This is an optimization exercise on Yosys and OpenROAD, whose aim is small area, a short achievable clock period and few clock cycles, not a production implementation. The RTL was checked by simulation tests, not by an equivalence proof against the original design.

==> flow/design.v <==
module divstage(
  input  [31:0] r,
  input         a,
  input  [31:0] nd,                  
  output [31:0] rn,
  output        q
);
  wire [32:0] x = {r, a};
  wire [32:0] y = {1'b1, nd};
  reg  [32:0] g, p, gg, pp, t;
  integer i, l;
  always @(*) begin
    g = x & y;
    p = x ^ y;
    g[0] = g[0] | p[0];                
    gg = g;
    pp = p;
    for (l = 1; l < 33; l = l * 2)     
      for (i = 2 * l - 1; i < 33; i = i + 2 * l) begin
        gg[i] = gg[i] | (pp[i] & gg[i - l]);
        pp[i] = pp[i] & pp[i - l];
      end
    for (l = 16; l >= 1; l = l / 2)    
      for (i = 3 * l - 1; i < 33; i = i + 2 * l) begin
        gg[i] = gg[i] | (pp[i] & gg[i - l]);
        pp[i] = pp[i] & pp[i - l];
      end
    t = p ^ {gg[31:0], 1'b1};          
  end
  assign q  = gg[32];
  assign rn = q ? t[31:0] : x[31:0];
endmodule
module and2k(input a, input b, output y);
  assign y = a & b;
endmodule
module sfxzero(input [31:0] x, output [31:0] z);
  wire [31:0] l0 = ~x;
  wire [31:0] l1, l2, l3, l4, l5;
  genvar j;
  generate
    for (j = 0; j < 32; j = j + 1) begin : g
      if (j + 1 < 32) begin : a1 and2k u(l0[j], l0[j + 1], l1[j]); end else begin : b1 assign l1[j] = l0[j]; end
      if (j + 2 < 32) begin : a2 and2k u(l1[j], l1[j + 2], l2[j]); end else begin : b2 assign l2[j] = l1[j]; end
      if (j + 4 < 32) begin : a3 and2k u(l2[j], l2[j + 4], l3[j]); end else begin : b3 assign l3[j] = l2[j]; end
      if (j + 8 < 32) begin : a4 and2k u(l3[j], l3[j + 8], l4[j]); end else begin : b4 assign l4[j] = l3[j]; end
      if (j + 16 < 32) begin : a5 and2k u(l4[j], l4[j + 16], l5[j]); end else begin : b5 assign l5[j] = l4[j]; end
    end
  endgenerate
  assign z = l5;
endmodule
module grpsel #(parameter SB = 4, parameter NG = 8) (
  input  [31:0]   az,                
  input  [31:0]   nd,                
  input  [31:0]   m,
  output [NG-1:0] g1
);
  localparam W = SB * NG;
  wire [32:0] azx = {1'b1, az};
  reg [NG-1:0] need, oh;
  reg skq, mzp;
  integer gi, pg, kk;
  always @(*) begin
    for (gi = 0; gi < NG; gi = gi + 1) begin
      pg = W - SB * (gi + 1);
      skq = 1'b0;
      for (kk = 0; kk < 32; kk = kk + 1)
        if (pg + kk <= 32) skq = skq | (~nd[kk] & azx[pg + kk]);
        else skq = skq | ~nd[kk];
      mzp = (pg >= 32) ? 1'b1 : ~|(m >> pg);
      need[gi] = (gi == NG - 1) | (~&nd & ~(skq & (azx[pg > 32 ? 32 : pg] | mzp)));
    end
    for (gi = 0; gi < NG; gi = gi + 1)
      oh[gi] = need[gi] & ((need & ((1 << gi) - 1)) == 0);
  end
  assign g1 = oh;
endmodule
module hacc #(parameter SB = 4) (
  input  [31:0]   acc,
  input           cin,               
  input  [31:0]   x,
  input  [31:0]   s,
  input  [SB-1:0] yb,
  input  [SB-1:0] q,
  output [31:0]   accn
);
  reg [31:0] cs, cc, v, ns, nc;
  integer j;
  always @(*) begin
    cs = acc << SB;
    cc = {{(31-SB){1'b0}}, cin, {SB{1'b0}}};
    for (j = 0; j < SB; j = j + 1) begin
      v  = yb[j] ? (x << j) : 32'd0;
      ns = cs ^ cc ^ v;
      nc = (cs & cc) | (cs & v) | (cc & v);
      cs = ns;
      cc = {nc[30:0], 1'b0};
    end
    for (j = SB - 1; j >= 0; j = j - 1) begin
      v  = q[j] ? (s << j) : 32'd0;
      ns = cs ^ cc ^ v;
      nc = (cs & cc) | (cs & v) | (cc & v);
      cs = ns;
      cc = {nc[30:0], 1'b0};
    end
  end
  assign accn = cs + cc;
endmodule
module expr_unit(
  input clk,
  input rst,
  input start,
  input [31:0] i1,
  input [31:0] i2,
  input [31:0] i3,
  output op_ready,
  output reg done,
  output [31:0] result
);
localparam SB = 5;                
localparam NG = (32 + SB - 1) / SB;  
localparam W  = SB * NG;
reg [31:0]   a_q, b_q, nd_q;         
reg [31:0]   az_q;                   
reg [31:0]   r_q;                    
reg [31:0]   acc_q;                  
reg [NG-1:0] grp_q;                  
reg          busy_q, first_q;
reg          ready_q;                 
assign op_ready = ready_q;
assign result   = acc_q;
wire [31:0] az_in;
sfxzero u_az(.x(i1), .z(az_in));
always @(posedge clk) begin
  a_q  <= i1;
  b_q  <= i2;
  nd_q <= ~i3;
  az_q <= az_in;
end
wire [31:0] m_w = b_q & ~nd_q;
wire [NG-1:0] g1;
grpsel #(.SB(SB), .NG(NG)) u_grp(.az(az_q), .nd(nd_q), .m(m_w), .g1(g1));
wire [NG-1:0] grp = first_q ? g1 : grp_q;
wire last = grp[NG-1];
wire        sel_m = (m_w <= a_q);
wire [31:0] x_w   = sel_m ? a_q : m_w;
wire [31:0] y_w   = sel_m ? m_w : a_q;
wire [31:0] s_w   = a_q + b_q;
wire [W-1:0] ap = {{(W-32){1'b0}}, a_q};
wire [W-1:0] yp = {{(W-32){1'b0}}, y_w};
reg [SB-1:0] abits, ybits;
reg [31:0]   rinit;
integer bi;
always @(*) begin
  abits = {SB{1'b0}};
  ybits = {SB{1'b0}};
  rinit = 32'd0;
  for (bi = 0; bi < NG; bi = bi + 1) begin
    abits = abits | (ap[W-1-SB*bi -: SB] & {SB{grp[bi]}});
    ybits = ybits | (yp[W-1-SB*bi -: SB] & {SB{grp[bi]}});
    rinit = rinit | ((a_q >> (W - SB * bi)) & {32{grp[bi]}});
  end
end
wire [31:0] rs [0:SB];
wire [SB-1:0] q;
assign rs[0] = first_q ? rinit : r_q;
genvar k;
generate
  for (k = 0; k < SB; k = k + 1) begin : st
    divstage u(.r(rs[k]), .a(abits[SB-1-k]), .nd(nd_q), .rn(rs[k+1]), .q(q[SB-1-k]));
  end
endgenerate
wire [31:0] acc_n;
wire        d_zero = &nd_q;
wire [31:0] acc_in = first_q ? (d_zero ? ~s_w : 32'd0) : acc_q;
wire        acc_ci = first_q & d_zero;
hacc #(.SB(SB)) u_acc(.acc(acc_in), .cin(acc_ci), .x(x_w), .s(s_w), .yb(ybits), .q(q), .accn(acc_n));
always @(posedge clk) begin
  r_q   <= rs[SB];
  acc_q <= acc_n;
  grp_q <= grp << 1;
end
always @(posedge clk) ready_q <= busy_q ? last : ~start;
always @(posedge clk or posedge rst) begin
  if (rst) begin
    busy_q  <= 1'b0;
    first_q <= 1'b0;
    done    <= 1'b0;
  end else begin
    done    <= busy_q & last;
    first_q <= ~busy_q;
    if (~busy_q) busy_q <= start;
    else if (last) busy_q <= 1'b0;
  end
end
endmodule
==> flow/config.mk <==
export PLATFORM = sky130hd
export DESIGN_NAME = expr_unit
export DESIGN_NICKNAME = expr_unit
export VERILOG_FILES = /design/flow/design.v
export SDC_FILE = /design/flow/constraint.sdc
export NUM_CORES = 4
export LEC_CHECK = 0
export CAP_MARGIN = 20
export CORE_MARGIN = 2
export CORE_UTILIZATION = 40
export SLEW_MARGIN = 20
export SYNTH_HIERARCHICAL = 1
==> flow/constraint.sdc <==
create_clock -name core_clock -period 90.0 [get_ports {clk}]
set_input_delay 18.0000 -clock core_clock [delete_from_list [all_inputs] [get_ports {clk}]]
set_output_delay 18.0000 -clock core_clock [all_outputs]
set_load 0.01 [all_outputs]
standard.sh (not shown) runs the stock make flow with config.mk's settings and CLKGATE_MAP_FILE= SYNTH_SCRIPT=/design/flow/synth_recipe.tcl, a recipe that flattens the netlist after the stock synthesis.
==> flow/flow/run.sh <==
#!/bin/bash
# The standard layout (standard.sh: the ORFS flow with the standard
# synthesis), with
#  - the port buffers that ORFS inserts made plain buf_2 cells instead of
#    the delay buffers buffer_ports picks by default;
#  - ORFS's own timing repair (after CTS and after global routing) asked to
#    keep a setup slack margin, so that it sizes the few paths that set the
#    achieved period instead of stopping as soon as the 90 ns clock is met.
set -euo pipefail
export BUFFER_PORTS_ARGS="-buffer_cell sky130_fd_sc_hd__buf_2"
export SETUP_SLACK_MARGIN=70.9
bash standard.sh > flow.log 2>&1
Testbench counts at the start, summed over its fixed seeds: cycles 1,766.
Change:
--- a/flow/design.v
+++ b/flow/design.v
@@ -1,15 +1,15 @@
 module divstage(
   input  [31:0] r,
   input         a,
-  input  [31:0] nd,                  
+  input  [31:0] d,
   output [31:0] rn,
   output        q
 );
   wire [32:0] x = {r, a};
-  wire [32:0] y = {1'b1, nd};
+  wire [32:0] y = ~{1'b0, d};
   reg  [32:0] g, p, gg, pp, t;
   integer i, l;
   always @(*) begin
     g = x & y;
     p = x ^ y;
     g[0] = g[0] | p[0];                
@@ -47,13 +47,13 @@
     end
   endgenerate
   assign z = l5;
 endmodule
 module grpsel #(parameter SB = 4, parameter NG = 8) (
   input  [31:0]   az,                
-  input  [31:0]   nd,                
+  input  [31:0]   d,
   input  [31:0]   m,
   output [NG-1:0] g1
 );
   localparam W = SB * NG;
   wire [32:0] azx = {1'b1, az};
   reg [NG-1:0] need, oh;
@@ -61,16 +61,16 @@
   integer gi, pg, kk;
   always @(*) begin
     for (gi = 0; gi < NG; gi = gi + 1) begin
       pg = W - SB * (gi + 1);
       skq = 1'b0;
       for (kk = 0; kk < 32; kk = kk + 1)
-        if (pg + kk <= 32) skq = skq | (~nd[kk] & azx[pg + kk]);
-        else skq = skq | ~nd[kk];
+        if (pg + kk <= 32) skq = skq | (d[kk] & azx[pg + kk]);
+        else skq = skq | d[kk];
       mzp = (pg >= 32) ? 1'b1 : ~|(m >> pg);
-      need[gi] = (gi == NG - 1) | (~&nd & ~(skq & (azx[pg > 32 ? 32 : pg] | mzp)));
+      need[gi] = (gi == NG - 1) | (|d & ~(skq & (azx[pg > 32 ? 32 : pg] | mzp)));
     end
     for (gi = 0; gi < NG; gi = gi + 1)
       oh[gi] = need[gi] & ((need & ((1 << gi) - 1)) == 0);
   end
   assign g1 = oh;
 endmodule
@@ -113,16 +113,16 @@
   input [31:0] i2,
   input [31:0] i3,
   output op_ready,
   output reg done,
   output [31:0] result
 );
-localparam SB = 5;                
+localparam SB = 4;                
 localparam NG = (32 + SB - 1) / SB;  
 localparam W  = SB * NG;
-reg [31:0]   a_q, b_q, nd_q;         
+reg [31:0]   a_q, b_q, d_q;          
 reg [31:0]   az_q;                   
 reg [31:0]   r_q;                    
 reg [31:0]   acc_q;                  
 reg [NG-1:0] grp_q;                  
 reg          busy_q, first_q;
 reg          ready_q;                 
@@ -130,18 +130,18 @@
 assign result   = acc_q;
 wire [31:0] az_in;
 sfxzero u_az(.x(i1), .z(az_in));
 always @(posedge clk) begin
   a_q  <= i1;
   b_q  <= i2;
-  nd_q <= ~i3;
+  d_q  <= i3;
   az_q <= az_in;
 end
-wire [31:0] m_w = b_q & ~nd_q;
+wire [31:0] m_w = b_q & d_q;
 wire [NG-1:0] g1;
-grpsel #(.SB(SB), .NG(NG)) u_grp(.az(az_q), .nd(nd_q), .m(m_w), .g1(g1));
+grpsel #(.SB(SB), .NG(NG)) u_grp(.az(az_q), .d(d_q), .m(m_w), .g1(g1));
 wire [NG-1:0] grp = first_q ? g1 : grp_q;
 wire last = grp[NG-1];
 wire        sel_m = (m_w <= a_q);
 wire [31:0] x_w   = sel_m ? a_q : m_w;
 wire [31:0] y_w   = sel_m ? m_w : a_q;
 wire [31:0] s_w   = a_q + b_q;
@@ -163,17 +163,17 @@
 wire [31:0] rs [0:SB];
 wire [SB-1:0] q;
 assign rs[0] = first_q ? rinit : r_q;
 genvar k;
 generate
   for (k = 0; k < SB; k = k + 1) begin : st
-    divstage u(.r(rs[k]), .a(abits[SB-1-k]), .nd(nd_q), .rn(rs[k+1]), .q(q[SB-1-k]));
+    divstage u(.r(rs[k]), .a(abits[SB-1-k]), .d(d_q), .rn(rs[k+1]), .q(q[SB-1-k]));
   end
 endgenerate
 wire [31:0] acc_n;
-wire        d_zero = &nd_q;
+wire        d_zero = (d_q == 32'd0);
 wire [31:0] acc_in = first_q ? (d_zero ? ~s_w : 32'd0) : acc_q;
 wire        acc_ci = first_q & d_zero;
 hacc #(.SB(SB)) u_acc(.acc(acc_in), .cin(acc_ci), .x(x_w), .s(s_w), .yb(ybits), .q(q), .accn(acc_n));
 always @(posedge clk) begin
   r_q   <= rs[SB];
   acc_q <= acc_n;
What happened: Via count came out lower by 8.0%. Core utilization is higher by 0.16 points. Wire length goes down by 10%. Register-to-register slack gains 1.2 ns. Clock-buffer cell count drops by 1. Worst setup slack improved by 0.062 ns. Clock skew goes down by 0.011 ns. Flip-flop and latch count came out higher by 2. Final area fell by 8.9%. Non-clock buffer count shrinks by 15. Global-route usage decreases by 0.34 points.
Testbench counts after the change, summed over its fixed seeds: cycles 2,016.

[re-timing with driven ports]
How much do the figures lean on ideal ports? The routed layouts below were timed once more, with nothing changed but the port constraints.
Step 1, drivers: a clkbuf_16 drives clk and a buf_2 each remaining input, both assumed.
Step 2 times the ports against the registers' clock, not the clock port: input delays grow and output delays shrink by t, the midpoint of the rising clock arrivals with the driver on.
a / b / c = ideal ports / drivers / drivers and shift; a / b = the first two.
run | t (ns) | slack for setup (ns) | worst register clock-pin slew, ns
the first run | 0.579 | 70.947 / 70.881 / 70.956 | 0.11 / 0.11
the second run | 0.573 | 71.009 / 70.944 / 70.916 | 0.10 / 0.10
After both steps setup and hold are still met in every run listed. For the second run, which loses most, drivers alone change the setup slack by -0.065 ns; drivers and shift together by -0.093 ns.
